Context: an optimization exercise on an open-source flow, tuned for small area and a short achievable clock period. The choices shown serve that exercise and are no tape-out recipe.
Function was checked by simulation only, so behaviour that the tests miss may differ from the original.
Power is estimated from default activity; no workload was simulated.

==> flow/design.v <==
module processor( input         clk, reset,
                  output [31:0] PC,
                  input  [31:0] instruction,
                  output        WE,
                  output [31:0] address_to_mem,
                  output [31:0] data_to_mem,
                  input  [31:0] data_from_mem
                );
    wire [6:0] op = instruction[6:0];
    wire [2:0] f3 = instruction[14:12];
    wire [4:0] a1 = instruction[19:15];
    wire [4:0] a2 = instruction[24:20];
    wire [4:0] a3 = instruction[11:7];
    wire is_store = ~op[6] &  op[5] & ~op[4];
    wire is_lui   = ~op[6] &  op[4] &  op[2];
    wire is_rtype = ~op[6] &  op[5] &  op[4] & ~op[2];
    wire is_flog  = ~op[6] & ~op[4] &  op[3];
    wire is_load  = ~op[6] & ~op[5] & ~op[4] & ~op[3];
    wire is_br    =  op[6] & ~op[2];
    wire is_jal   =  op[6] &  op[2] &  op[3];
    wire is_jalr  =  op[6] &  op[2] & ~op[3];
    wire reg_write = ~is_store & ~is_br;
    wire [31:0] imm_i = {{20{instruction[31]}}, instruction[31:20]};
    wire [31:0] imm_s = {{20{instruction[31]}}, instruction[31:25], instruction[11:7]};
    wire [31:0] imm_u = {instruction[31:12], 12'b0};
    wire [31:0] imm_b = {{20{instruction[31]}}, instruction[7], instruction[30:25], instruction[11:8], 1'b0};
    wire [31:0] imm_j = {{12{instruction[31]}}, instruction[19:12], instruction[20], instruction[30:21], 1'b0};
    reg  [31:0] rf [1:31];
    wire [31:0] wd;
    wire [31:0] rs1, rs2;
    wire [2:0]  rs1_m [0:31];
    wire [31:0] wd_r = wd & {32{~reset}};
    wire [31:0] sel1, sel2, en, en_n;
    genvar gi, gb;
    generate
        for (gi = 0; gi < 32; gi = gi + 1) begin : dec
            assign sel1[gi] = (a1 == gi);
            assign sel2[gi] = (a2 == gi);
            assign en[gi]   = reset | (reg_write & (a3 == gi));
            assign en_n[gi] = ~en[gi];
        end
        for (gi = 1; gi < 32; gi = gi + 1) begin : wr
            wire [31:0] d;
            for (gb = 0; gb < 32; gb = gb + 1) begin : b
                k_a22o m (.a1(rf[gi][gb]), .a2(en_n[gi]), .b1(wd_r[gb]), .b2(en[gi]), .y(d[gb]));
            end
            always @(posedge clk) rf[gi] <= d;
        end
        for (gb = 0; gb < 32; gb = gb + 1) begin : rd
            wire [31:1] q;
            for (gi = 1; gi < 32; gi = gi + 1) begin : c
                assign q[gi] = rf[gi][gb];
            end
            rf_rdbit_m r1 (.q(q), .sel(sel1[31:1]), .m(rs1_m[gb]));
            k_or3 o1 (rs1_m[gb][0], rs1_m[gb][1], rs1_m[gb][2], rs1[gb]);
            rf_rdbit r2 (.q(q), .sel(sel2[31:1]), .y(rs2[gb]));
        end
    endgenerate
    wire [31:0] imm_a = is_store ? imm_s : (is_lui ? imm_u : imm_i);
    wire [31:0] agu;
    wire [31:0] rs1_m0, rs1_m1, rs1_m2;
    generate
        for (gb = 0; gb < 32; gb = gb + 1) begin : rm
            assign rs1_m0[gb] = rs1_m[gb][0];
            assign rs1_m1[gb] = rs1_m[gb][1];
            assign rs1_m2[gb] = rs1_m[gb][2];
        end
    endgenerate
    add_agu u_agu (.m0(rs1_m0), .m1(rs1_m1), .m2(rs1_m2), .a(rs1), .b(imm_a), .s(agu));
    assign address_to_mem = agu;
    assign data_to_mem = rs2;
    reg  [7:0] armed_key;
    always @(posedge clk) if (reset) armed_key <= 8'hA5;
    assign WE = is_store & (armed_key == 8'hA5);
    wire        sub = is_br | instruction[30];
    wire [31:0] bx = rs2 ^ {32{sub}};
    wire [31:0] as_p = rs1 ^ bx;
    wire [31:0] as_g = rs1 & bx;
    wire [31:0] as_g0 = {as_g[31:1], as_g[0] | (as_p[0] & sub)};
    wire [31:0] addsub;
    add_as u_as (.g(as_g0), .p(as_p), .c0(sub), .s(addsub));
    wire        eq = &as_p;           
    wire        lt = addsub[31];
    wire [31:0] andv = rs1 & rs2;
    wire [31:0] srlv = (|rs2[31:5]) ? 32'b0 : (rs1 >> rs2[4:0]);
    wire [8:0]  fl = {1'b0, rs1[30:23]} - 9'd127;
    wire [31:0] flog = {{23{fl[8]}}, fl};
    reg  [31:0] pc_q;
    assign PC = pc_q;
    wire [31:0] pc4 = pc_q + 32'd4;
    wire [31:0] immbj = op[2] ? imm_j : imm_b;
    wire [31:0] pcimm;
    add_pc u_pc (.g(pc_q & immbj), .p(pc_q ^ immbj), .c0(1'b0), .s(pcimm));
    wire taken = is_br & (f3[2] ? lt : eq);
    wire [31:0] pc_next = is_jalr ? agu : ((is_jal | taken) ? pcimm : pc4);
    always @(posedge clk) pc_q <= reset ? 32'b0 : pc_next;
    reg [31:0] wdr;
    always @(*) begin
        if (is_rtype)
            wdr = f3[2] ? (f3[1] ? andv : srlv) : addsub;
        else if (is_load)
            wdr = data_from_mem;
        else if (is_flog)
            wdr = flog;
        else if (op[6])
            wdr = pc4;
        else
            wdr = agu;
    end
    assign wd = wdr;
endmodule
module rf_rdbit (input [31:1] q, input [31:1] sel, output y);
    wire [10:0] n;
    wire [2:0] m;
    k_a222oi g0 (q[1],  sel[1],  q[2],  sel[2],  q[3],  sel[3],  n[0]);
    k_a222oi g1 (q[4],  sel[4],  q[5],  sel[5],  q[6],  sel[6],  n[1]);
    k_a222oi g2 (q[7],  sel[7],  q[8],  sel[8],  q[9],  sel[9],  n[2]);
    k_a222oi g3 (q[10], sel[10], q[11], sel[11], q[12], sel[12], n[3]);
    k_a222oi g4 (q[13], sel[13], q[14], sel[14], q[15], sel[15], n[4]);
    k_a222oi g5 (q[16], sel[16], q[17], sel[17], q[18], sel[18], n[5]);
    k_a222oi g6 (q[19], sel[19], q[20], sel[20], q[21], sel[21], n[6]);
    k_a222oi g7 (q[22], sel[22], q[23], sel[23], q[24], sel[24], n[7]);
    k_a222oi g8 (q[25], sel[25], q[26], sel[26], q[27], sel[27], n[8]);
    k_a222oi g9 (q[28], sel[28], q[29], sel[29], q[30], sel[30], n[9]);
    k_nand2  g10 (q[31], sel[31], n[10]);
    k_nand4  h0 (n[0], n[1], n[2], n[3], m[0]);
    k_nand4  h1 (n[4], n[5], n[6], n[7], m[1]);
    k_nand3  h2 (n[8], n[9], n[10], m[2]);
    k_or3    o  (m[0], m[1], m[2], y);
endmodule
module rf_rdbit_m (input [31:1] q, input [31:1] sel, output [2:0] m);
    wire [10:0] n;
    k_a222oi g0 (q[1],  sel[1],  q[2],  sel[2],  q[3],  sel[3],  n[0]);
    k_a222oi g1 (q[4],  sel[4],  q[5],  sel[5],  q[6],  sel[6],  n[1]);
    k_a222oi g2 (q[7],  sel[7],  q[8],  sel[8],  q[9],  sel[9],  n[2]);
    k_a222oi g3 (q[10], sel[10], q[11], sel[11], q[12], sel[12], n[3]);
    k_a222oi g4 (q[13], sel[13], q[14], sel[14], q[15], sel[15], n[4]);
    k_a222oi g5 (q[16], sel[16], q[17], sel[17], q[18], sel[18], n[5]);
    k_a222oi g6 (q[19], sel[19], q[20], sel[20], q[21], sel[21], n[6]);
    k_a222oi g7 (q[22], sel[22], q[23], sel[23], q[24], sel[24], n[7]);
    k_a222oi g8 (q[25], sel[25], q[26], sel[26], q[27], sel[27], n[8]);
    k_a222oi g9 (q[28], sel[28], q[29], sel[29], q[30], sel[30], n[9]);
    k_nand2  g10 (q[31], sel[31], n[10]);
    k_nand4  h0 (n[0], n[1], n[2], n[3], m[0]);
    k_nand4  h1 (n[4], n[5], n[6], n[7], m[1]);
    k_nand3  h2 (n[8], n[9], n[10], m[2]);
endmodule
module k_o31ai (input a1, a2, a3, b1, output y); assign y = ~((a1 | a2 | a3) & b1); endmodule
module k_nor4 (input a, b, c, d, output y);  assign y = ~(a | b | c | d);         endmodule
module k_inv (input a, output y);            assign y = ~a;                       endmodule
module k_nand2 (input a, b, output y);       assign y = ~(a & b);                 endmodule
module k_nor2 (input a, b, output y);        assign y = ~(a | b);                 endmodule
module k_nand3 (input a, b, c, output y);    assign y = ~(a & b & c);             endmodule
module k_or3 (input a, b, c, output y);      assign y = a | b | c;                endmodule
module k_nand4 (input a, b, c, d, output y); assign y = ~(a & b & c & d);         endmodule
module k_xor2 (input a, b, output y);        assign y = a ^ b;                    endmodule
module k_xnor2 (input a, b, output y);       assign y = ~(a ^ b);                 endmodule
module k_a21oi (input a1, a2, b1, output y); assign y = ~((a1 & a2) | b1);        endmodule
module k_o21ai (input a1, a2, b1, output y); assign y = ~((a1 | a2) & b1);        endmodule
module k_a22o (input a1, a2, b1, b2, output y); assign y = (a1 & a2) | (b1 & b2); endmodule
module k_a222oi (input a1, a2, b1, b2, c1, c2, output y);
    assign y = ~((a1 & a2) | (b1 & b2) | (c1 & c2));
endmodule
module add_agu (input [31:0] m0, m1, m2, input [31:0] a, input [31:0] b, output [31:0] s);
    wire t1;
    k_o31ai c1 (m0[0], m1[0], m2[0], b[0], t1);
    wire t2;
    k_nor4 c2 (m0[0], m1[0], m2[0], b[0], t2);
    k_xor2 c3 (a[0], b[0], s[0]);
    wire t4;
    k_o31ai c4 (m0[1], m1[1], m2[1], b[1], t4);
    wire t5;
    k_nor4 c5 (m0[1], m1[1], m2[1], b[1], t5);
    wire t6;
    k_xnor2 c6 (a[1], b[1], t6);
    wire t7;
    k_o31ai c7 (m0[2], m1[2], m2[2], b[2], t7);
    wire t8;
    k_nor4 c8 (m0[2], m1[2], m2[2], b[2], t8);
    wire t9;
    k_xnor2 c9 (a[2], b[2], t9);
    wire t10;
    k_o31ai c10 (m0[3], m1[3], m2[3], b[3], t10);
    wire t11;
    k_nor4 c11 (m0[3], m1[3], m2[3], b[3], t11);
    wire t12;
    k_xnor2 c12 (a[3], b[3], t12);
    wire t13;
    k_o31ai c13 (m0[4], m1[4], m2[4], b[4], t13);
    wire t14;
    k_nor4 c14 (m0[4], m1[4], m2[4], b[4], t14);
    wire t15;
    k_xnor2 c15 (a[4], b[4], t15);
    wire t16;
    k_o31ai c16 (m0[5], m1[5], m2[5], b[5], t16);
    wire t17;
    k_nor4 c17 (m0[5], m1[5], m2[5], b[5], t17);
    wire t18;
    k_xnor2 c18 (a[5], b[5], t18);
    wire t19;
    k_o31ai c19 (m0[6], m1[6], m2[6], b[6], t19);
    wire t20;
    k_nor4 c20 (m0[6], m1[6], m2[6], b[6], t20);
    wire t21;
    k_xnor2 c21 (a[6], b[6], t21);
    wire t22;
    k_o31ai c22 (m0[7], m1[7], m2[7], b[7], t22);
    wire t23;
    k_nor4 c23 (m0[7], m1[7], m2[7], b[7], t23);
    wire t24;
    k_xnor2 c24 (a[7], b[7], t24);
    wire t25;
    k_o31ai c25 (m0[8], m1[8], m2[8], b[8], t25);
    wire t26;
    k_nor4 c26 (m0[8], m1[8], m2[8], b[8], t26);
    wire t27;
    k_xnor2 c27 (a[8], b[8], t27);
    wire t28;
    k_o31ai c28 (m0[9], m1[9], m2[9], b[9], t28);
    wire t29;
    k_nor4 c29 (m0[9], m1[9], m2[9], b[9], t29);
    wire t30;
    k_xnor2 c30 (a[9], b[9], t30);
    wire t31;
    k_o31ai c31 (m0[10], m1[10], m2[10], b[10], t31);
    wire t32;
    k_nor4 c32 (m0[10], m1[10], m2[10], b[10], t32);
    wire t33;
    k_xnor2 c33 (a[10], b[10], t33);
    wire t34;
    k_o31ai c34 (m0[11], m1[11], m2[11], b[11], t34);
    wire t35;
    k_nor4 c35 (m0[11], m1[11], m2[11], b[11], t35);
    wire t36;
    k_xnor2 c36 (a[11], b[11], t36);
    wire t37;
    k_o31ai c37 (m0[12], m1[12], m2[12], b[12], t37);
    wire t38;
    k_nor4 c38 (m0[12], m1[12], m2[12], b[12], t38);
    wire t39;
    k_xnor2 c39 (a[12], b[12], t39);
    wire t40;
    k_o31ai c40 (m0[13], m1[13], m2[13], b[13], t40);
    wire t41;
    k_nor4 c41 (m0[13], m1[13], m2[13], b[13], t41);
    wire t42;
    k_xnor2 c42 (a[13], b[13], t42);
    wire t43;
    k_o31ai c43 (m0[14], m1[14], m2[14], b[14], t43);
    wire t44;
    k_nor4 c44 (m0[14], m1[14], m2[14], b[14], t44);
    wire t45;
    k_xnor2 c45 (a[14], b[14], t45);
    wire t46;
    k_o31ai c46 (m0[15], m1[15], m2[15], b[15], t46);
    wire t47;
    k_nor4 c47 (m0[15], m1[15], m2[15], b[15], t47);
    wire t48;
    k_xnor2 c48 (a[15], b[15], t48);
    wire t49;
    k_o31ai c49 (m0[16], m1[16], m2[16], b[16], t49);
    wire t50;
    k_nor4 c50 (m0[16], m1[16], m2[16], b[16], t50);
    wire t51;
    k_xnor2 c51 (a[16], b[16], t51);
    wire t52;
    k_o31ai c52 (m0[17], m1[17], m2[17], b[17], t52);
    wire t53;
    k_nor4 c53 (m0[17], m1[17], m2[17], b[17], t53);
    wire t54;
    k_xnor2 c54 (a[17], b[17], t54);
    wire t55;
    k_o31ai c55 (m0[18], m1[18], m2[18], b[18], t55);
    wire t56;
    k_nor4 c56 (m0[18], m1[18], m2[18], b[18], t56);
    wire t57;
    k_xnor2 c57 (a[18], b[18], t57);
    wire t58;
    k_o31ai c58 (m0[19], m1[19], m2[19], b[19], t58);
    wire t59;
    k_nor4 c59 (m0[19], m1[19], m2[19], b[19], t59);
    wire t60;
    k_xnor2 c60 (a[19], b[19], t60);
    wire t61;
    k_o31ai c61 (m0[20], m1[20], m2[20], b[20], t61);
    wire t62;
    k_nor4 c62 (m0[20], m1[20], m2[20], b[20], t62);
    wire t63;
    k_xnor2 c63 (a[20], b[20], t63);
    wire t64;
    k_o31ai c64 (m0[21], m1[21], m2[21], b[21], t64);
    wire t65;
    k_nor4 c65 (m0[21], m1[21], m2[21], b[21], t65);
    wire t66;
    k_xnor2 c66 (a[21], b[21], t66);
    wire t67;
    k_o31ai c67 (m0[22], m1[22], m2[22], b[22], t67);
    wire t68;
    k_nor4 c68 (m0[22], m1[22], m2[22], b[22], t68);
    wire t69;
    k_xnor2 c69 (a[22], b[22], t69);
    wire t70;
    k_o31ai c70 (m0[23], m1[23], m2[23], b[23], t70);
    wire t71;
    k_nor4 c71 (m0[23], m1[23], m2[23], b[23], t71);
    wire t72;
    k_xnor2 c72 (a[23], b[23], t72);
    wire t73;
    k_o31ai c73 (m0[24], m1[24], m2[24], b[24], t73);
    wire t74;
    k_nor4 c74 (m0[24], m1[24], m2[24], b[24], t74);
    wire t75;
    k_xnor2 c75 (a[24], b[24], t75);
    wire t76;
    k_o31ai c76 (m0[25], m1[25], m2[25], b[25], t76);
    wire t77;
    k_nor4 c77 (m0[25], m1[25], m2[25], b[25], t77);
    wire t78;
    k_xnor2 c78 (a[25], b[25], t78);
    wire t79;
    k_o31ai c79 (m0[26], m1[26], m2[26], b[26], t79);
    wire t80;
    k_nor4 c80 (m0[26], m1[26], m2[26], b[26], t80);
    wire t81;
    k_xnor2 c81 (a[26], b[26], t81);
    wire t82;
    k_o31ai c82 (m0[27], m1[27], m2[27], b[27], t82);
    wire t83;
    k_nor4 c83 (m0[27], m1[27], m2[27], b[27], t83);
    wire t84;
    k_xnor2 c84 (a[27], b[27], t84);
    wire t85;
    k_o31ai c85 (m0[28], m1[28], m2[28], b[28], t85);
    wire t86;
    k_nor4 c86 (m0[28], m1[28], m2[28], b[28], t86);
    wire t87;
    k_xnor2 c87 (a[28], b[28], t87);
    wire t88;
    k_o31ai c88 (m0[29], m1[29], m2[29], b[29], t88);
    wire t89;
    k_nor4 c89 (m0[29], m1[29], m2[29], b[29], t89);
    wire t90;
    k_xnor2 c90 (a[29], b[29], t90);
    wire t91;
    k_o31ai c91 (m0[30], m1[30], m2[30], b[30], t91);
    wire t92;
    k_nor4 c92 (m0[30], m1[30], m2[30], b[30], t92);
    wire t93;
    k_xnor2 c93 (a[30], b[30], t93);
    wire t94;
    k_o31ai c94 (m0[31], m1[31], m2[31], b[31], t94);
    wire t95;
    k_nor4 c95 (m0[31], m1[31], m2[31], b[31], t95);
    wire t96;
    k_xnor2 c96 (a[31], b[31], t96);
    wire t97;
    k_o21ai c97 (t95, t91, t94, t97);
    wire t98;
    k_nor2 c98 (t95, t92, t98);
    wire t99;
    k_o21ai c99 (t92, t88, t91, t99);
    wire t100;
    k_nor2 c100 (t92, t89, t100);
    wire t101;
    k_o21ai c101 (t89, t85, t88, t101);
    wire t102;
    k_nor2 c102 (t89, t86, t102);
    wire t103;
    k_o21ai c103 (t86, t82, t85, t103);
    wire t104;
    k_nor2 c104 (t86, t83, t104);
    wire t105;
    k_o21ai c105 (t83, t79, t82, t105);
    wire t106;
    k_nor2 c106 (t83, t80, t106);
    wire t107;
    k_o21ai c107 (t80, t76, t79, t107);
    wire t108;
    k_nor2 c108 (t80, t77, t108);
    wire t109;
    k_o21ai c109 (t77, t73, t76, t109);
    wire t110;
    k_nor2 c110 (t77, t74, t110);
    wire t111;
    k_o21ai c111 (t74, t70, t73, t111);
    wire t112;
    k_nor2 c112 (t74, t71, t112);
    wire t113;
    k_o21ai c113 (t71, t67, t70, t113);
    wire t114;
    k_nor2 c114 (t71, t68, t114);
    wire t115;
    k_o21ai c115 (t68, t64, t67, t115);
    wire t116;
    k_nor2 c116 (t68, t65, t116);
    wire t117;
    k_o21ai c117 (t65, t61, t64, t117);
    wire t118;
    k_nor2 c118 (t65, t62, t118);
    wire t119;
    k_o21ai c119 (t62, t58, t61, t119);
    wire t120;
    k_nor2 c120 (t62, t59, t120);
    wire t121;
    k_o21ai c121 (t59, t55, t58, t121);
    wire t122;
    k_nor2 c122 (t59, t56, t122);
    wire t123;
    k_o21ai c123 (t56, t52, t55, t123);
    wire t124;
    k_nor2 c124 (t56, t53, t124);
    wire t125;
    k_o21ai c125 (t53, t49, t52, t125);
    wire t126;
    k_nor2 c126 (t53, t50, t126);
    wire t127;
    k_o21ai c127 (t50, t46, t49, t127);
    wire t128;
    k_nor2 c128 (t50, t47, t128);
    wire t129;
    k_o21ai c129 (t47, t43, t46, t129);
    wire t130;
    k_nor2 c130 (t47, t44, t130);
    wire t131;
    k_o21ai c131 (t44, t40, t43, t131);
    wire t132;
    k_nor2 c132 (t44, t41, t132);
    wire t133;
    k_o21ai c133 (t41, t37, t40, t133);
    wire t134;
    k_nor2 c134 (t41, t38, t134);
    wire t135;
    k_o21ai c135 (t38, t34, t37, t135);
    wire t136;
    k_nor2 c136 (t38, t35, t136);
    wire t137;
    k_o21ai c137 (t35, t31, t34, t137);
    wire t138;
    k_nor2 c138 (t35, t32, t138);
    wire t139;
    k_o21ai c139 (t32, t28, t31, t139);
    wire t140;
    k_nor2 c140 (t32, t29, t140);
    wire t141;
    k_o21ai c141 (t29, t25, t28, t141);
    wire t142;
    k_nor2 c142 (t29, t26, t142);
    wire t143;
    k_o21ai c143 (t26, t22, t25, t143);
    wire t144;
    k_nor2 c144 (t26, t23, t144);
    wire t145;
    k_o21ai c145 (t23, t19, t22, t145);
    wire t146;
    k_nor2 c146 (t23, t20, t146);
    wire t147;
    k_o21ai c147 (t20, t16, t19, t147);
    wire t148;
    k_nor2 c148 (t20, t17, t148);
    wire t149;
    k_o21ai c149 (t17, t13, t16, t149);
    wire t150;
    k_nor2 c150 (t17, t14, t150);
    wire t151;
    k_o21ai c151 (t14, t10, t13, t151);
    wire t152;
    k_nor2 c152 (t14, t11, t152);
    wire t153;
    k_o21ai c153 (t11, t7, t10, t153);
    wire t154;
    k_nor2 c154 (t11, t8, t154);
    wire t155;
    k_o21ai c155 (t8, t4, t7, t155);
    wire t156;
    k_nor2 c156 (t8, t5, t156);
    wire t157;
    k_o21ai c157 (t5, t1, t4, t157);
    wire t158;
    k_a21oi c158 (t98, t101, t97, t158);
    wire t159;
    k_nand2 c159 (t98, t102, t159);
    wire t160;
    k_a21oi c160 (t100, t103, t99, t160);
    wire t161;
    k_nand2 c161 (t100, t104, t161);
    wire t162;
    k_a21oi c162 (t102, t105, t101, t162);
    wire t163;
    k_nand2 c163 (t102, t106, t163);
    wire t164;
    k_a21oi c164 (t104, t107, t103, t164);
    wire t165;
    k_nand2 c165 (t104, t108, t165);
    wire t166;
    k_a21oi c166 (t106, t109, t105, t166);
    wire t167;
    k_nand2 c167 (t106, t110, t167);
    wire t168;
    k_a21oi c168 (t108, t111, t107, t168);
    wire t169;
    k_nand2 c169 (t108, t112, t169);
    wire t170;
    k_a21oi c170 (t110, t113, t109, t170);
    wire t171;
    k_nand2 c171 (t110, t114, t171);
    wire t172;
    k_a21oi c172 (t112, t115, t111, t172);
    wire t173;
    k_nand2 c173 (t112, t116, t173);
    wire t174;
    k_a21oi c174 (t114, t117, t113, t174);
    wire t175;
    k_nand2 c175 (t114, t118, t175);
    wire t176;
    k_a21oi c176 (t116, t119, t115, t176);
    wire t177;
    k_nand2 c177 (t116, t120, t177);
    wire t178;
    k_a21oi c178 (t118, t121, t117, t178);
    wire t179;
    k_nand2 c179 (t118, t122, t179);
    wire t180;
    k_a21oi c180 (t120, t123, t119, t180);
    wire t181;
    k_nand2 c181 (t120, t124, t181);
    wire t182;
    k_a21oi c182 (t122, t125, t121, t182);
    wire t183;
    k_nand2 c183 (t122, t126, t183);
    wire t184;
    k_a21oi c184 (t124, t127, t123, t184);
    wire t185;
    k_nand2 c185 (t124, t128, t185);
    wire t186;
    k_a21oi c186 (t126, t129, t125, t186);
    wire t187;
    k_nand2 c187 (t126, t130, t187);
    wire t188;
    k_a21oi c188 (t128, t131, t127, t188);
    wire t189;
    k_nand2 c189 (t128, t132, t189);
    wire t190;
    k_a21oi c190 (t130, t133, t129, t190);
    wire t191;
    k_nand2 c191 (t130, t134, t191);
    wire t192;
    k_a21oi c192 (t132, t135, t131, t192);
    wire t193;
    k_nand2 c193 (t132, t136, t193);
    wire t194;
    k_a21oi c194 (t134, t137, t133, t194);
    wire t195;
    k_nand2 c195 (t134, t138, t195);
    wire t196;
    k_a21oi c196 (t136, t139, t135, t196);
    wire t197;
    k_nand2 c197 (t136, t140, t197);
    wire t198;
    k_a21oi c198 (t138, t141, t137, t198);
    wire t199;
    k_nand2 c199 (t138, t142, t199);
    wire t200;
    k_a21oi c200 (t140, t143, t139, t200);
    wire t201;
    k_nand2 c201 (t140, t144, t201);
    wire t202;
    k_a21oi c202 (t142, t145, t141, t202);
    wire t203;
    k_nand2 c203 (t142, t146, t203);
    wire t204;
    k_a21oi c204 (t144, t147, t143, t204);
    wire t205;
    k_nand2 c205 (t144, t148, t205);
    wire t206;
    k_a21oi c206 (t146, t149, t145, t206);
    wire t207;
    k_nand2 c207 (t146, t150, t207);
    wire t208;
    k_a21oi c208 (t148, t151, t147, t208);
    wire t209;
    k_nand2 c209 (t148, t152, t209);
    wire t210;
    k_a21oi c210 (t150, t153, t149, t210);
    wire t211;
    k_nand2 c211 (t150, t154, t211);
    wire t212;
    k_a21oi c212 (t152, t155, t151, t212);
    wire t213;
    k_nand2 c213 (t152, t156, t213);
    wire t214;
    k_a21oi c214 (t154, t157, t153, t214);
    wire t215;
    k_inv c215 (t1, t215);
    wire t216;
    k_a21oi c216 (t156, t215, t155, t216);
    wire t217;
    k_o21ai c217 (t159, t166, t158, t217);
    wire t218;
    k_nor2 c218 (t159, t167, t218);
    wire t219;
    k_o21ai c219 (t161, t168, t160, t219);
    wire t220;
    k_nor2 c220 (t161, t169, t220);
    wire t221;
    k_o21ai c221 (t163, t170, t162, t221);
    wire t222;
    k_nor2 c222 (t163, t171, t222);
    wire t223;
    k_o21ai c223 (t165, t172, t164, t223);
    wire t224;
    k_nor2 c224 (t165, t173, t224);
    wire t225;
    k_o21ai c225 (t167, t174, t166, t225);
    wire t226;
    k_nor2 c226 (t167, t175, t226);
    wire t227;
    k_o21ai c227 (t169, t176, t168, t227);
    wire t228;
    k_nor2 c228 (t169, t177, t228);
    wire t229;
    k_o21ai c229 (t171, t178, t170, t229);
    wire t230;
    k_nor2 c230 (t171, t179, t230);
    wire t231;
    k_o21ai c231 (t173, t180, t172, t231);
    wire t232;
    k_nor2 c232 (t173, t181, t232);
    wire t233;
    k_o21ai c233 (t175, t182, t174, t233);
    wire t234;
    k_nor2 c234 (t175, t183, t234);
    wire t235;
    k_o21ai c235 (t177, t184, t176, t235);
    wire t236;
    k_nor2 c236 (t177, t185, t236);
    wire t237;
    k_o21ai c237 (t179, t186, t178, t237);
    wire t238;
    k_nor2 c238 (t179, t187, t238);
    wire t239;
    k_o21ai c239 (t181, t188, t180, t239);
    wire t240;
    k_nor2 c240 (t181, t189, t240);
    wire t241;
    k_o21ai c241 (t183, t190, t182, t241);
    wire t242;
    k_nor2 c242 (t183, t191, t242);
    wire t243;
    k_o21ai c243 (t185, t192, t184, t243);
    wire t244;
    k_nor2 c244 (t185, t193, t244);
    wire t245;
    k_o21ai c245 (t187, t194, t186, t245);
    wire t246;
    k_nor2 c246 (t187, t195, t246);
    wire t247;
    k_o21ai c247 (t189, t196, t188, t247);
    wire t248;
    k_nor2 c248 (t189, t197, t248);
    wire t249;
    k_o21ai c249 (t191, t198, t190, t249);
    wire t250;
    k_nor2 c250 (t191, t199, t250);
    wire t251;
    k_o21ai c251 (t193, t200, t192, t251);
    wire t252;
    k_nor2 c252 (t193, t201, t252);
    wire t253;
    k_o21ai c253 (t195, t202, t194, t253);
    wire t254;
    k_nor2 c254 (t195, t203, t254);
    wire t255;
    k_o21ai c255 (t197, t204, t196, t255);
    wire t256;
    k_nor2 c256 (t197, t205, t256);
    wire t257;
    k_o21ai c257 (t199, t206, t198, t257);
    wire t258;
    k_nor2 c258 (t199, t207, t258);
    wire t259;
    k_o21ai c259 (t201, t208, t200, t259);
    wire t260;
    k_nor2 c260 (t201, t209, t260);
    wire t261;
    k_o21ai c261 (t203, t210, t202, t261);
    wire t262;
    k_nor2 c262 (t203, t211, t262);
    wire t263;
    k_o21ai c263 (t205, t212, t204, t263);
    wire t264;
    k_nor2 c264 (t205, t213, t264);
    wire t265;
    k_o21ai c265 (t207, t214, t206, t265);
    wire t266;
    k_o21ai c266 (t209, t216, t208, t266);
    wire t267;
    k_inv c267 (t157, t267);
    wire t268;
    k_o21ai c268 (t211, t267, t210, t268);
    wire t269;
    k_o21ai c269 (t213, t1, t212, t269);
    wire t270;
    k_a21oi c270 (t218, t233, t217, t270);
    wire t271;
    k_nand2 c271 (t218, t234, t271);
    wire t272;
    k_a21oi c272 (t220, t235, t219, t272);
    wire t273;
    k_nand2 c273 (t220, t236, t273);
    wire t274;
    k_a21oi c274 (t222, t237, t221, t274);
    wire t275;
    k_nand2 c275 (t222, t238, t275);
    wire t276;
    k_a21oi c276 (t224, t239, t223, t276);
    wire t277;
    k_nand2 c277 (t224, t240, t277);
    wire t278;
    k_a21oi c278 (t226, t241, t225, t278);
    wire t279;
    k_nand2 c279 (t226, t242, t279);
    wire t280;
    k_a21oi c280 (t228, t243, t227, t280);
    wire t281;
    k_nand2 c281 (t228, t244, t281);
    wire t282;
    k_a21oi c282 (t230, t245, t229, t282);
    wire t283;
    k_nand2 c283 (t230, t246, t283);
    wire t284;
    k_a21oi c284 (t232, t247, t231, t284);
    wire t285;
    k_nand2 c285 (t232, t248, t285);
    wire t286;
    k_a21oi c286 (t234, t249, t233, t286);
    wire t287;
    k_nand2 c287 (t234, t250, t287);
    wire t288;
    k_a21oi c288 (t236, t251, t235, t288);
    wire t289;
    k_nand2 c289 (t236, t252, t289);
    wire t290;
    k_a21oi c290 (t238, t253, t237, t290);
    wire t291;
    k_nand2 c291 (t238, t254, t291);
    wire t292;
    k_a21oi c292 (t240, t255, t239, t292);
    wire t293;
    k_nand2 c293 (t240, t256, t293);
    wire t294;
    k_a21oi c294 (t242, t257, t241, t294);
    wire t295;
    k_nand2 c295 (t242, t258, t295);
    wire t296;
    k_a21oi c296 (t244, t259, t243, t296);
    wire t297;
    k_nand2 c297 (t244, t260, t297);
    wire t298;
    k_a21oi c298 (t246, t261, t245, t298);
    wire t299;
    k_nand2 c299 (t246, t262, t299);
    wire t300;
    k_a21oi c300 (t248, t263, t247, t300);
    wire t301;
    k_nand2 c301 (t248, t264, t301);
    wire t302;
    k_a21oi c302 (t250, t265, t249, t302);
    wire t303;
    k_a21oi c303 (t252, t266, t251, t303);
    wire t304;
    k_a21oi c304 (t254, t268, t253, t304);
    wire t305;
    k_a21oi c305 (t256, t269, t255, t305);
    wire t306;
    k_inv c306 (t214, t306);
    wire t307;
    k_a21oi c307 (t258, t306, t257, t307);
    wire t308;
    k_inv c308 (t216, t308);
    wire t309;
    k_a21oi c309 (t260, t308, t259, t309);
    wire t310;
    k_a21oi c310 (t262, t157, t261, t310);
    wire t311;
    k_a21oi c311 (t264, t215, t263, t311);
    wire t312;
    k_o21ai c312 (t271, t302, t270, t312);
    wire t313;
    k_o21ai c313 (t273, t303, t272, t313);
    wire t314;
    k_o21ai c314 (t275, t304, t274, t314);
    wire t315;
    k_o21ai c315 (t277, t305, t276, t315);
    wire t316;
    k_o21ai c316 (t279, t307, t278, t316);
    wire t317;
    k_o21ai c317 (t281, t309, t280, t317);
    wire t318;
    k_o21ai c318 (t283, t310, t282, t318);
    wire t319;
    k_o21ai c319 (t285, t311, t284, t319);
    wire t320;
    k_inv c320 (t265, t320);
    wire t321;
    k_o21ai c321 (t287, t320, t286, t321);
    wire t322;
    k_inv c322 (t266, t322);
    wire t323;
    k_o21ai c323 (t289, t322, t288, t323);
    wire t324;
    k_inv c324 (t268, t324);
    wire t325;
    k_o21ai c325 (t291, t324, t290, t325);
    wire t326;
    k_inv c326 (t269, t326);
    wire t327;
    k_o21ai c327 (t293, t326, t292, t327);
    wire t328;
    k_o21ai c328 (t295, t214, t294, t328);
    wire t329;
    k_o21ai c329 (t297, t216, t296, t329);
    wire t330;
    k_o21ai c330 (t299, t267, t298, t330);
    wire t331;
    k_o21ai c331 (t301, t1, t300, t331);
    k_xor2 c332 (t6, t1, s[1]);
    k_xnor2 c333 (t9, t157, s[2]);
    k_xor2 c334 (t12, t216, s[3]);
    k_xor2 c335 (t15, t214, s[4]);
    k_xnor2 c336 (t18, t269, s[5]);
    k_xnor2 c337 (t21, t268, s[6]);
    k_xnor2 c338 (t24, t266, s[7]);
    k_xnor2 c339 (t27, t265, s[8]);
    k_xor2 c340 (t30, t311, s[9]);
    k_xor2 c341 (t33, t310, s[10]);
    k_xor2 c342 (t36, t309, s[11]);
    k_xor2 c343 (t39, t307, s[12]);
    k_xor2 c344 (t42, t305, s[13]);
    k_xor2 c345 (t45, t304, s[14]);
    k_xor2 c346 (t48, t303, s[15]);
    k_xor2 c347 (t51, t302, s[16]);
    k_xnor2 c348 (t54, t331, s[17]);
    k_xnor2 c349 (t57, t330, s[18]);
    k_xnor2 c350 (t60, t329, s[19]);
    k_xnor2 c351 (t63, t328, s[20]);
    k_xnor2 c352 (t66, t327, s[21]);
    k_xnor2 c353 (t69, t325, s[22]);
    k_xnor2 c354 (t72, t323, s[23]);
    k_xnor2 c355 (t75, t321, s[24]);
    k_xnor2 c356 (t78, t319, s[25]);
    k_xnor2 c357 (t81, t318, s[26]);
    k_xnor2 c358 (t84, t317, s[27]);
    k_xnor2 c359 (t87, t316, s[28]);
    k_xnor2 c360 (t90, t315, s[29]);
    k_xnor2 c361 (t93, t314, s[30]);
    k_xnor2 c362 (t96, t313, s[31]);
endmodule
module add_as (input [31:0] g, input [31:0] p, input c0, output [31:0] s);
    wire t1;
    k_a21oi c1 (p[1], g[0], g[1], t1);
    wire t2;
    k_a21oi c2 (p[3], g[2], g[3], t2);
    wire t3;
    k_nand2 c3 (p[3], p[2], t3);
    wire t4;
    k_a21oi c4 (p[5], g[4], g[5], t4);
    wire t5;
    k_nand2 c5 (p[5], p[4], t5);
    wire t6;
    k_a21oi c6 (p[7], g[6], g[7], t6);
    wire t7;
    k_nand2 c7 (p[7], p[6], t7);
    wire t8;
    k_a21oi c8 (p[9], g[8], g[9], t8);
    wire t9;
    k_nand2 c9 (p[9], p[8], t9);
    wire t10;
    k_a21oi c10 (p[11], g[10], g[11], t10);
    wire t11;
    k_nand2 c11 (p[11], p[10], t11);
    wire t12;
    k_a21oi c12 (p[13], g[12], g[13], t12);
    wire t13;
    k_nand2 c13 (p[13], p[12], t13);
    wire t14;
    k_a21oi c14 (p[15], g[14], g[15], t14);
    wire t15;
    k_nand2 c15 (p[15], p[14], t15);
    wire t16;
    k_a21oi c16 (p[17], g[16], g[17], t16);
    wire t17;
    k_nand2 c17 (p[17], p[16], t17);
    wire t18;
    k_a21oi c18 (p[19], g[18], g[19], t18);
    wire t19;
    k_nand2 c19 (p[19], p[18], t19);
    wire t20;
    k_a21oi c20 (p[21], g[20], g[21], t20);
    wire t21;
    k_nand2 c21 (p[21], p[20], t21);
    wire t22;
    k_a21oi c22 (p[23], g[22], g[23], t22);
    wire t23;
    k_nand2 c23 (p[23], p[22], t23);
    wire t24;
    k_a21oi c24 (p[25], g[24], g[25], t24);
    wire t25;
    k_nand2 c25 (p[25], p[24], t25);
    wire t26;
    k_a21oi c26 (p[27], g[26], g[27], t26);
    wire t27;
    k_nand2 c27 (p[27], p[26], t27);
    wire t28;
    k_a21oi c28 (p[29], g[28], g[29], t28);
    wire t29;
    k_nand2 c29 (p[29], p[28], t29);
    wire t30;
    k_a21oi c30 (p[31], g[30], g[31], t30);
    wire t31;
    k_nand2 c31 (p[31], p[30], t31);
    wire t32;
    k_inv c32 (t1, t32);
    wire t33;
    k_a21oi c33 (p[2], t32, g[2], t33);
    wire t34;
    k_o21ai c34 (t3, t1, t2, t34);
    wire t35;
    k_inv c35 (t4, t35);
    wire t36;
    k_inv c36 (t5, t36);
    wire t37;
    k_a21oi c37 (p[6], t35, g[6], t37);
    wire t38;
    k_nand2 c38 (p[6], t36, t38);
    wire t39;
    k_o21ai c39 (t7, t4, t6, t39);
    wire t40;
    k_nor2 c40 (t7, t5, t40);
    wire t41;
    k_inv c41 (t8, t41);
    wire t42;
    k_inv c42 (t9, t42);
    wire t43;
    k_a21oi c43 (p[10], t41, g[10], t43);
    wire t44;
    k_nand2 c44 (p[10], t42, t44);
    wire t45;
    k_o21ai c45 (t11, t8, t10, t45);
    wire t46;
    k_nor2 c46 (t11, t9, t46);
    wire t47;
    k_inv c47 (t12, t47);
    wire t48;
    k_inv c48 (t13, t48);
    wire t49;
    k_a21oi c49 (p[14], t47, g[14], t49);
    wire t50;
    k_nand2 c50 (p[14], t48, t50);
    wire t51;
    k_o21ai c51 (t15, t12, t14, t51);
    wire t52;
    k_nor2 c52 (t15, t13, t52);
    wire t53;
    k_inv c53 (t16, t53);
    wire t54;
    k_inv c54 (t17, t54);
    wire t55;
    k_a21oi c55 (p[18], t53, g[18], t55);
    wire t56;
    k_nand2 c56 (p[18], t54, t56);
    wire t57;
    k_o21ai c57 (t19, t16, t18, t57);
    wire t58;
    k_nor2 c58 (t19, t17, t58);
    wire t59;
    k_inv c59 (t20, t59);
    wire t60;
    k_inv c60 (t21, t60);
    wire t61;
    k_a21oi c61 (p[22], t59, g[22], t61);
    wire t62;
    k_nand2 c62 (p[22], t60, t62);
    wire t63;
    k_o21ai c63 (t23, t20, t22, t63);
    wire t64;
    k_nor2 c64 (t23, t21, t64);
    wire t65;
    k_inv c65 (t24, t65);
    wire t66;
    k_inv c66 (t25, t66);
    wire t67;
    k_a21oi c67 (p[26], t65, g[26], t67);
    wire t68;
    k_nand2 c68 (p[26], t66, t68);
    wire t69;
    k_o21ai c69 (t27, t24, t26, t69);
    wire t70;
    k_nor2 c70 (t27, t25, t70);
    wire t71;
    k_inv c71 (t28, t71);
    wire t72;
    k_inv c72 (t29, t72);
    wire t73;
    k_a21oi c73 (p[30], t71, g[30], t73);
    wire t74;
    k_nand2 c74 (p[30], t72, t74);
    wire t75;
    k_o21ai c75 (t31, t28, t30, t75);
    wire t76;
    k_nor2 c76 (t31, t29, t76);
    wire t77;
    k_a21oi c77 (p[4], t34, g[4], t77);
    wire t78;
    k_inv c78 (t34, t78);
    wire t79;
    k_o21ai c79 (t5, t78, t4, t79);
    wire t80;
    k_o21ai c80 (t38, t78, t37, t80);
    wire t81;
    k_a21oi c81 (t40, t34, t39, t81);
    wire t82;
    k_a21oi c82 (p[12], t45, g[12], t82);
    wire t83;
    k_nand2 c83 (p[12], t46, t83);
    wire t84;
    k_inv c84 (t45, t84);
    wire t85;
    k_inv c85 (t46, t85);
    wire t86;
    k_o21ai c86 (t13, t84, t12, t86);
    wire t87;
    k_nor2 c87 (t13, t85, t87);
    wire t88;
    k_o21ai c88 (t50, t84, t49, t88);
    wire t89;
    k_nor2 c89 (t50, t85, t89);
    wire t90;
    k_a21oi c90 (t52, t45, t51, t90);
    wire t91;
    k_nand2 c91 (t52, t46, t91);
    wire t92;
    k_a21oi c92 (p[20], t57, g[20], t92);
    wire t93;
    k_nand2 c93 (p[20], t58, t93);
    wire t94;
    k_inv c94 (t57, t94);
    wire t95;
    k_inv c95 (t58, t95);
    wire t96;
    k_o21ai c96 (t21, t94, t20, t96);
    wire t97;
    k_nor2 c97 (t21, t95, t97);
    wire t98;
    k_o21ai c98 (t62, t94, t61, t98);
    wire t99;
    k_nor2 c99 (t62, t95, t99);
    wire t100;
    k_a21oi c100 (t64, t57, t63, t100);
    wire t101;
    k_nand2 c101 (t64, t58, t101);
    wire t102;
    k_a21oi c102 (p[28], t69, g[28], t102);
    wire t103;
    k_nand2 c103 (p[28], t70, t103);
    wire t104;
    k_inv c104 (t69, t104);
    wire t105;
    k_inv c105 (t70, t105);
    wire t106;
    k_o21ai c106 (t29, t104, t28, t106);
    wire t107;
    k_nor2 c107 (t29, t105, t107);
    wire t108;
    k_o21ai c108 (t74, t104, t73, t108);
    wire t109;
    k_nor2 c109 (t74, t105, t109);
    wire t110;
    k_a21oi c110 (t76, t69, t75, t110);
    wire t111;
    k_nand2 c111 (t76, t70, t111);
    wire t112;
    k_inv c112 (t81, t112);
    wire t113;
    k_a21oi c113 (p[8], t112, g[8], t113);
    wire t114;
    k_o21ai c114 (t9, t81, t8, t114);
    wire t115;
    k_o21ai c115 (t44, t81, t43, t115);
    wire t116;
    k_a21oi c116 (t46, t112, t45, t116);
    wire t117;
    k_o21ai c117 (t83, t81, t82, t117);
    wire t118;
    k_a21oi c118 (t87, t112, t86, t118);
    wire t119;
    k_a21oi c119 (t89, t112, t88, t119);
    wire t120;
    k_o21ai c120 (t91, t81, t90, t120);
    wire t121;
    k_inv c121 (t100, t121);
    wire t122;
    k_inv c122 (t101, t122);
    wire t123;
    k_a21oi c123 (p[24], t121, g[24], t123);
    wire t124;
    k_nand2 c124 (p[24], t122, t124);
    wire t125;
    k_o21ai c125 (t25, t100, t24, t125);
    wire t126;
    k_nor2 c126 (t25, t101, t126);
    wire t127;
    k_o21ai c127 (t68, t100, t67, t127);
    wire t128;
    k_nor2 c128 (t68, t101, t128);
    wire t129;
    k_a21oi c129 (t70, t121, t69, t129);
    wire t130;
    k_nand2 c130 (t70, t122, t130);
    wire t131;
    k_o21ai c131 (t103, t100, t102, t131);
    wire t132;
    k_nor2 c132 (t103, t101, t132);
    wire t133;
    k_a21oi c133 (t107, t121, t106, t133);
    wire t134;
    k_nand2 c134 (t107, t122, t134);
    wire t135;
    k_a21oi c135 (t109, t121, t108, t135);
    wire t136;
    k_nand2 c136 (t109, t122, t136);
    wire t137;
    k_o21ai c137 (t111, t100, t110, t137);
    wire t138;
    k_nor2 c138 (t111, t101, t138);
    wire t139;
    k_a21oi c139 (p[16], t120, g[16], t139);
    wire t140;
    k_inv c140 (t120, t140);
    wire t141;
    k_o21ai c141 (t17, t140, t16, t141);
    wire t142;
    k_o21ai c142 (t56, t140, t55, t142);
    wire t143;
    k_a21oi c143 (t58, t120, t57, t143);
    wire t144;
    k_o21ai c144 (t93, t140, t92, t144);
    wire t145;
    k_a21oi c145 (t97, t120, t96, t145);
    wire t146;
    k_a21oi c146 (t99, t120, t98, t146);
    wire t147;
    k_o21ai c147 (t101, t140, t100, t147);
    wire t148;
    k_o21ai c148 (t124, t140, t123, t148);
    wire t149;
    k_a21oi c149 (t126, t120, t125, t149);
    wire t150;
    k_a21oi c150 (t128, t120, t127, t150);
    wire t151;
    k_o21ai c151 (t130, t140, t129, t151);
    wire t152;
    k_a21oi c152 (t132, t120, t131, t152);
    wire t153;
    k_o21ai c153 (t134, t140, t133, t153);
    wire t154;
    k_o21ai c154 (t136, t140, t135, t154);
    wire t155;
    k_a21oi c155 (t138, t120, t137, t155);
    k_xor2 c156 (p[0], c0, s[0]);
    k_xor2 c157 (p[1], g[0], s[1]);
    k_xnor2 c158 (p[2], t1, s[2]);
    k_xnor2 c159 (p[3], t33, s[3]);
    k_xor2 c160 (p[4], t34, s[4]);
    k_xnor2 c161 (p[5], t77, s[5]);
    k_xor2 c162 (p[6], t79, s[6]);
    k_xor2 c163 (p[7], t80, s[7]);
    k_xnor2 c164 (p[8], t81, s[8]);
    k_xnor2 c165 (p[9], t113, s[9]);
    k_xor2 c166 (p[10], t114, s[10]);
    k_xor2 c167 (p[11], t115, s[11]);
    k_xnor2 c168 (p[12], t116, s[12]);
    k_xor2 c169 (p[13], t117, s[13]);
    k_xnor2 c170 (p[14], t118, s[14]);
    k_xnor2 c171 (p[15], t119, s[15]);
    k_xor2 c172 (p[16], t120, s[16]);
    k_xnor2 c173 (p[17], t139, s[17]);
    k_xor2 c174 (p[18], t141, s[18]);
    k_xor2 c175 (p[19], t142, s[19]);
    k_xnor2 c176 (p[20], t143, s[20]);
    k_xor2 c177 (p[21], t144, s[21]);
    k_xnor2 c178 (p[22], t145, s[22]);
    k_xnor2 c179 (p[23], t146, s[23]);
    k_xor2 c180 (p[24], t147, s[24]);
    k_xor2 c181 (p[25], t148, s[25]);
    k_xnor2 c182 (p[26], t149, s[26]);
    k_xnor2 c183 (p[27], t150, s[27]);
    k_xor2 c184 (p[28], t151, s[28]);
    k_xnor2 c185 (p[29], t152, s[29]);
    k_xor2 c186 (p[30], t153, s[30]);
    k_xor2 c187 (p[31], t154, s[31]);
endmodule
module add_pc (input [31:0] g, input [31:0] p, input c0, output [31:0] s);
    wire t1;
    k_a21oi c1 (p[1], g[0], g[1], t1);
    wire t2;
    k_a21oi c2 (p[3], g[2], g[3], t2);
    wire t3;
    k_nand2 c3 (p[3], p[2], t3);
    wire t4;
    k_a21oi c4 (p[5], g[4], g[5], t4);
    wire t5;
    k_nand2 c5 (p[5], p[4], t5);
    wire t6;
    k_a21oi c6 (p[7], g[6], g[7], t6);
    wire t7;
    k_nand2 c7 (p[7], p[6], t7);
    wire t8;
    k_a21oi c8 (p[9], g[8], g[9], t8);
    wire t9;
    k_nand2 c9 (p[9], p[8], t9);
    wire t10;
    k_a21oi c10 (p[11], g[10], g[11], t10);
    wire t11;
    k_nand2 c11 (p[11], p[10], t11);
    wire t12;
    k_a21oi c12 (p[13], g[12], g[13], t12);
    wire t13;
    k_nand2 c13 (p[13], p[12], t13);
    wire t14;
    k_a21oi c14 (p[15], g[14], g[15], t14);
    wire t15;
    k_nand2 c15 (p[15], p[14], t15);
    wire t16;
    k_a21oi c16 (p[17], g[16], g[17], t16);
    wire t17;
    k_nand2 c17 (p[17], p[16], t17);
    wire t18;
    k_a21oi c18 (p[19], g[18], g[19], t18);
    wire t19;
    k_nand2 c19 (p[19], p[18], t19);
    wire t20;
    k_a21oi c20 (p[21], g[20], g[21], t20);
    wire t21;
    k_nand2 c21 (p[21], p[20], t21);
    wire t22;
    k_a21oi c22 (p[23], g[22], g[23], t22);
    wire t23;
    k_nand2 c23 (p[23], p[22], t23);
    wire t24;
    k_a21oi c24 (p[25], g[24], g[25], t24);
    wire t25;
    k_nand2 c25 (p[25], p[24], t25);
    wire t26;
    k_a21oi c26 (p[27], g[26], g[27], t26);
    wire t27;
    k_nand2 c27 (p[27], p[26], t27);
    wire t28;
    k_a21oi c28 (p[29], g[28], g[29], t28);
    wire t29;
    k_nand2 c29 (p[29], p[28], t29);
    wire t30;
    k_a21oi c30 (p[31], g[30], g[31], t30);
    wire t31;
    k_nand2 c31 (p[31], p[30], t31);
    wire t32;
    k_o21ai c32 (t3, t1, t2, t32);
    wire t33;
    k_o21ai c33 (t7, t4, t6, t33);
    wire t34;
    k_nor2 c34 (t7, t5, t34);
    wire t35;
    k_o21ai c35 (t11, t8, t10, t35);
    wire t36;
    k_nor2 c36 (t11, t9, t36);
    wire t37;
    k_o21ai c37 (t15, t12, t14, t37);
    wire t38;
    k_nor2 c38 (t15, t13, t38);
    wire t39;
    k_o21ai c39 (t19, t16, t18, t39);
    wire t40;
    k_nor2 c40 (t19, t17, t40);
    wire t41;
    k_o21ai c41 (t23, t20, t22, t41);
    wire t42;
    k_nor2 c42 (t23, t21, t42);
    wire t43;
    k_o21ai c43 (t27, t24, t26, t43);
    wire t44;
    k_nor2 c44 (t27, t25, t44);
    wire t45;
    k_o21ai c45 (t31, t28, t30, t45);
    wire t46;
    k_nor2 c46 (t31, t29, t46);
    wire t47;
    k_a21oi c47 (t34, t32, t33, t47);
    wire t48;
    k_a21oi c48 (t38, t35, t37, t48);
    wire t49;
    k_nand2 c49 (t38, t36, t49);
    wire t50;
    k_a21oi c50 (t42, t39, t41, t50);
    wire t51;
    k_nand2 c51 (t42, t40, t51);
    wire t52;
    k_a21oi c52 (t46, t43, t45, t52);
    wire t53;
    k_nand2 c53 (t46, t44, t53);
    wire t54;
    k_o21ai c54 (t49, t47, t48, t54);
    wire t55;
    k_o21ai c55 (t53, t50, t52, t55);
    wire t56;
    k_nor2 c56 (t53, t51, t56);
    wire t57;
    k_a21oi c57 (t56, t54, t55, t57);
    wire t58;
    k_inv c58 (t54, t58);
    wire t59;
    k_o21ai c59 (t51, t58, t50, t59);
    wire t60;
    k_inv c60 (t47, t60);
    wire t61;
    k_a21oi c61 (t36, t60, t35, t61);
    wire t62;
    k_a21oi c62 (t40, t54, t39, t62);
    wire t63;
    k_a21oi c63 (t44, t59, t43, t63);
    wire t64;
    k_inv c64 (t32, t64);
    wire t65;
    k_o21ai c65 (t5, t64, t4, t65);
    wire t66;
    k_o21ai c66 (t9, t47, t8, t66);
    wire t67;
    k_o21ai c67 (t13, t61, t12, t67);
    wire t68;
    k_o21ai c68 (t17, t58, t16, t68);
    wire t69;
    k_o21ai c69 (t21, t62, t20, t69);
    wire t70;
    k_inv c70 (t59, t70);
    wire t71;
    k_o21ai c71 (t25, t70, t24, t71);
    wire t72;
    k_o21ai c72 (t29, t63, t28, t72);
    wire t73;
    k_inv c73 (t1, t73);
    wire t74;
    k_a21oi c74 (p[2], t73, g[2], t74);
    wire t75;
    k_a21oi c75 (p[4], t32, g[4], t75);
    wire t76;
    k_a21oi c76 (p[6], t65, g[6], t76);
    wire t77;
    k_a21oi c77 (p[8], t60, g[8], t77);
    wire t78;
    k_a21oi c78 (p[10], t66, g[10], t78);
    wire t79;
    k_inv c79 (t61, t79);
    wire t80;
    k_a21oi c80 (p[12], t79, g[12], t80);
    wire t81;
    k_a21oi c81 (p[14], t67, g[14], t81);
    wire t82;
    k_a21oi c82 (p[16], t54, g[16], t82);
    wire t83;
    k_a21oi c83 (p[18], t68, g[18], t83);
    wire t84;
    k_inv c84 (t62, t84);
    wire t85;
    k_a21oi c85 (p[20], t84, g[20], t85);
    wire t86;
    k_a21oi c86 (p[22], t69, g[22], t86);
    wire t87;
    k_a21oi c87 (p[24], t59, g[24], t87);
    wire t88;
    k_a21oi c88 (p[26], t71, g[26], t88);
    wire t89;
    k_inv c89 (t63, t89);
    wire t90;
    k_a21oi c90 (p[28], t89, g[28], t90);
    wire t91;
    k_a21oi c91 (p[30], t72, g[30], t91);
    k_xor2 c92 (p[0], c0, s[0]);
    k_xor2 c93 (p[1], g[0], s[1]);
    k_xnor2 c94 (p[2], t1, s[2]);
    k_xnor2 c95 (p[3], t74, s[3]);
    k_xor2 c96 (p[4], t32, s[4]);
    k_xnor2 c97 (p[5], t75, s[5]);
    k_xor2 c98 (p[6], t65, s[6]);
    k_xnor2 c99 (p[7], t76, s[7]);
    k_xnor2 c100 (p[8], t47, s[8]);
    k_xnor2 c101 (p[9], t77, s[9]);
    k_xor2 c102 (p[10], t66, s[10]);
    k_xnor2 c103 (p[11], t78, s[11]);
    k_xnor2 c104 (p[12], t61, s[12]);
    k_xnor2 c105 (p[13], t80, s[13]);
    k_xor2 c106 (p[14], t67, s[14]);
    k_xnor2 c107 (p[15], t81, s[15]);
    k_xor2 c108 (p[16], t54, s[16]);
    k_xnor2 c109 (p[17], t82, s[17]);
    k_xor2 c110 (p[18], t68, s[18]);
    k_xnor2 c111 (p[19], t83, s[19]);
    k_xnor2 c112 (p[20], t62, s[20]);
    k_xnor2 c113 (p[21], t85, s[21]);
    k_xor2 c114 (p[22], t69, s[22]);
    k_xnor2 c115 (p[23], t86, s[23]);
    k_xor2 c116 (p[24], t59, s[24]);
    k_xnor2 c117 (p[25], t87, s[25]);
    k_xor2 c118 (p[26], t71, s[26]);
    k_xnor2 c119 (p[27], t88, s[27]);
    k_xnor2 c120 (p[28], t63, s[28]);
    k_xnor2 c121 (p[29], t90, s[29]);
    k_xor2 c122 (p[30], t72, s[30]);
    k_xnor2 c123 (p[31], t91, s[31]);
endmodule
==> flow/run.sh <==
#!/bin/bash
# synth_recipe.tcl (not shown) runs the flow's synth.tcl, then flattens the netlist and writes it again
# the make line also repeats each setting of config.mk as NAME=value (left out here)
make -C /OpenROAD-flow-scripts/flow DESIGN_CONFIG=/design/flow/config.mk WORK_HOME=/design/flow/orfs CLKGATE_MAP_FILE= SYNTH_SCRIPT=/design/flow/synth_recipe.tcl finish
==> flow/config.mk <==
export PLATFORM = sky130hd
export DESIGN_NAME = processor
export DESIGN_NICKNAME = processor
export VERILOG_FILES = /design/flow/design.v
export SDC_FILE = /design/flow/constraint.sdc
export NUM_CORES = 4
export LEC_CHECK = 0
export CAP_MARGIN = 20
export CORE_MARGIN = 2
export CORE_UTILIZATION = 40
export CTS_BUF_LIST = sky130_fd_sc_hd__clkbuf_8
export SETUP_SLACK_MARGIN = 3.5
export SLEW_MARGIN = 20
export SYNTH_HIERARCHICAL = 1
export TNS_END_PERCENT = 10
==> flow/constraint.sdc <==
create_clock -name core_clock -period 11.0 [get_ports {clk}]
set_input_delay 2.2000 -clock core_clock [delete_from_list [all_inputs] [get_ports {clk}]]
set_output_delay 2.2000 -clock core_clock [all_outputs]
set_load 0.01 [all_outputs]
==> impl_metrics.tcl <==
set metrics [dict create \
    post-place-ws_ps 896 \
    drt_pre_antenna_iters 13 \
    ioPinCount 163 \
    synth-seq-cells 1024 \
    vdd_drop_max_uv 139 \
    cpPeakStageDelay_ps 710 \
    syn_area_per_cell_um2 10.4 \
    cts_made_buffers 173 \
    finalSetupTns_ps 0 \
    num_rows 128 \
    end_kind "output port" \
    htreeDepth 4 \
    clk_pin_slew_ps 60 \
    r2r_slack_ps 5000 \
    hp-class "reg -> reg" \
    cpMostUsedCell "buf_4" \
    critical_path_arrival_ps 5760 \
    post-dp-hpwl_um 174000 \
    wirelength_um 276000 \
    seq_area_frac_synth 0.416 \
    fp.dieArea_um2 126000 \
    fin_ws_ps 3040 \
    num-nets-final 5650 \
    setup_viol 0 \
    startpoint "instruction[24]" \
    cellPowerDensity_nw_per_um2 204 \
    grt_remaining_overflow 0 \
    post-route-period-util 0.724 \
    cts_root_buf "clkbuf_8" \
    cp_slowest_cell "nand4_1" \
    worstSetupPathType "in -> out" \
    finalMaxSlewViolations 0 \
    p_leak_nw 24.9 \
    use_met2 0.604 \
    fmax_mhz 126 \
    worst_pin_slew_ps 1130 \
    synth_area_leader_cell "dfxtp_1" \
    drc 0 \
    grt_pass1_wl_um 382000 \
    io_buffers 160 \
    synth_cell_types 76 \
    fill_cells 11000 \
    r2r_cells 19 \
    hold_violations 0 \
    synth_edf_count 0 \
    area_growth_pct 29.4 \
    via_count 54700 \
    synthesis.area_um2 49300 \
    skew_ps 87.8 \
    yosys_most_used_dff "dfxtp_1" \
    r2r-end "rf[24][20]" \
    drt-initial-drc-count 13000 \
    core-area_um2 122000 \
    use_met3 0.129 \
    grt_pass1_vias 50500 \
    period_needed_ps 7960 \
    use_met1 0.522 \
    p_total_mw 13.0 \
    floorplan.initialDensity 0.404 \
    maxSlewHeadroom 0.244 \
    yosysTopAreaCellShare 0.416 \
    grt_max_degree 60 \
    drive_gt1_frac 0.247 \
    antenna_found_initial 19 \
    clock_sinks 1024 \
    die_h_um 355 \
    cts_buffer_depth 3 \
    critPathCapture "data_to_mem[11]" \
    synth_warnings 9 \
    startpoint_type "primary input" \
    rsz0062_at_grt "true" \
    top_usage_layer "met2" \
    synth_cells 4746 \
    die_w_um 355 \
    drtAntennaViolNets 0 \
    gp_congestion 0.998 \
    final-seq-area_um2 20500 \
    netlist_top_cells_area "dfxtp_1 42%, a22o_1 18%, a222oi_1 13%" \
    insertion_delay_ps 960 \
    required_ps 8800 \
    hold_buffers 0 \
    cts_tree "built" \
    cap_violations 0 \
    grt.total_usage 0.416 \
    multi_input_area_um2 30700 \
    outcome "complete, no violations" \
    worstPathMaxFanout 11 \
    r2r_start "rf[10][11]" \
    wl_per_cell_um 37.9 \
    async_reset_ff_frac 0 \
    viasPerCell 7.52 \
    worstPathCellList "buf_4 > nand3b_1 > buf_6 > buf_4 > nor2_4 > buf_4 > a222oi_1 > nand4_1 > or3_4 > buf_4 > clkdlybuf4s50_1" \
]
registers in the layout (all words and copies together), names as in the netlist:
register  cells
pc_q         32
rf          992
final cells by class:
type / instances / share of cell area
multi-input cells: 3547 / 0.481
flip-flops and latches: 1024 / 0.321
repair buffers: 690 / 0.104
clock buffers: 223 / 0.0481
well taps: 1625 / 0.0319
clock inverters: 85 / 0.00879
inverters: 84 / 0.00496
diodes: 4 / 0.000157
through the flow:
| step | hold WS [ps] | instance area [um^2] | cells | utilization |
|---|---|---|---|---|
| 2_1_floorplan | 476 | 50000 | 4748 | - |
| 3_3_place_gp | 481 | 55200 | 6660 | 0.453 |
| 3_5_place_dp | 493 | 55300 | 6661 | 0.453 |
| 4_1_cts | 506 | 63400 | 7255 | 0.519 |
| 5_1_grt | 522 | 63800 | 7280 | 0.523 |
| 6_report | 509 | 63800 | 7282 | 0.523 |
report_power, final:
group	switching (mW)	internal [mW]	leakage, nW
combinational	2.65	1.77	14.4
clock	1.70	1.92	2.04
sequential	0.571	4.38	8.47
total	4.92	8.07	24.9
synthesized netlist by cell type (all sizes together) (14+ instances only):
| master | count |
|---|---|
| nand3b | 14 |
| o31ai | 36 |
| nand2 | 239 |
| a21o | 48 |
| o21ai | 162 |
| nand3 | 107 |
| ha | 64 |
| nand2b | 19 |
| a31o | 15 |
| nor3 | 49 |
| mux2 | 18 |
| nand4 | 149 |
| xor2 | 82 |
| nor2 | 218 |
| nor4 | 53 |
| xnor2 | 111 |
| a211oi | 27 |
| a31oi | 18 |
| mux2i | 33 |
| inv | 83 |
| nor2b | 16 |
| dfxtp | 1024 |
| or3 | 68 |
| a22o | 997 |
| a21oi | 187 |
| a222oi | 651 |
| clkbuf | 92 |
| buf | 17 |
| o22a | 14 |
| mux4 | 24 |
modules after synthesis, one instance, submodules excluded, excerpt:
module | flops+latches | times used | cells | cell area (um^2)
k_a21oi | 0 | 133 | 1 | 8.76
k_a222oi | 0 | 640 | 1 | 10.0
k_a22o | 0 | 992 | 1 | 8.76
k_inv | 0 | 42 | 1 | 3.75
k_nand3 | 0 | 64 | 1 | 5.00
k_nand4 | 0 | 128 | 1 | 6.26
k_nor4 | 0 | 30 | 1 | 12.5
k_o21ai | 0 | 118 | 1 | 5.00
k_o31ai | 0 | 31 | 1 | 12.5
k_xnor2 | 0 | 86 | 1 | 8.76
k_xor2 | 0 | 41 | 1 | 8.76
processor | 1024 | 1 | 2152 | 28100
how the worst min path moves through the flow:
| stage | from | to | slack [ps] | cells past startpoint |
|---|---|---|---|---|
| finish | rf[20][17] | rf[20][17] | 510 | 1 |
| global route | rf[16][22] | rf[16][22] | 520 | 1 |
| CTS | pc_q[0] | pc_q[0] | 510 | 2 |
| detailed placement | rf[22][0] | rf[22][0] | 490 | 1 |
| global placement | pc_q[0] | pc_q[0] | 480 | 2 |
| floorplan | rf[16][1] | rf[16][1] | 480 | 1 |
layout by cell type (no fill, tap or decap), types with 67 or more instances in the layout:
cell	n
inv_1	126
clkbuf_8	224
buf_6	67
a222oi_1	651
nor2_1	147
clkdlybuf4s50_1	107
xor2_1	75
dfxtp_1	1024
nand4_1	149
xnor2_1	87
nand3_1	94
buf_4	412
a21oi_2	123
nand2_1	227
a22o_1	994
layer usage:
metal | vias to the layer above | wire length (um)
li1 | 22200 | -
met1 | 26600 | 101000
met2 | 4878 | 113000
met3 | 1061 | 38700
met4 | 18 | 23900
met5 | - | 120
timing repair:
action                                  in CTS  in global routing
gates resized for setup                    557                 47
hold endpoints to repair                     0                  0
pin swaps                                  268                 68
endpoints found under the setup margin    1088                181
gates cloned                                22                  1
setup buffers                              264                 22
worst max-delay path, delay by kind of cell:
kind	cells	cell delay [ps]
AO/OA/AOI/OAI	1	560
buffers and inverters	6	1420
AND/OR/NAND/NOR	4	1570
cell families after synthesis:
family,synth area share
AOI/OAI and AO/OA,0.395
xor gates and xnor gates,0.0343
adders and majority gates,0.0162
buffers and inverters,0.0154
DFF,0.416
muxes,0.0218
other,0.0000761
and+or+nand+nor,0.102

## port drivers added, routing unchanged
How much do the figures lean on ideal ports? The routed layout below was timed once more, with nothing changed but the port constraints. Step 1: set_driving_cell puts a clkbuf_16 on clk and a buf_2 on each other input, an assumption about the parent block. Step 2 also shifts input and output timing later by t, the mid clock arrival at the registers, as if the neighbouring blocks saw the same clock. a / b / c = ideal ports / drivers / drivers and shift; a / b = the first two.
shift t [ns]: 0.994
setup slack, ns: 3.040 / 2.970 / 2.104
clock arrival spread, ns: 0.088 / 0.088
worst slew at a driven data input, ns: 0.18
After both steps setup and hold are still met in this run. The setup slack of this run moves by -0.070 ns with the drivers and by -0.936 ns with both steps.
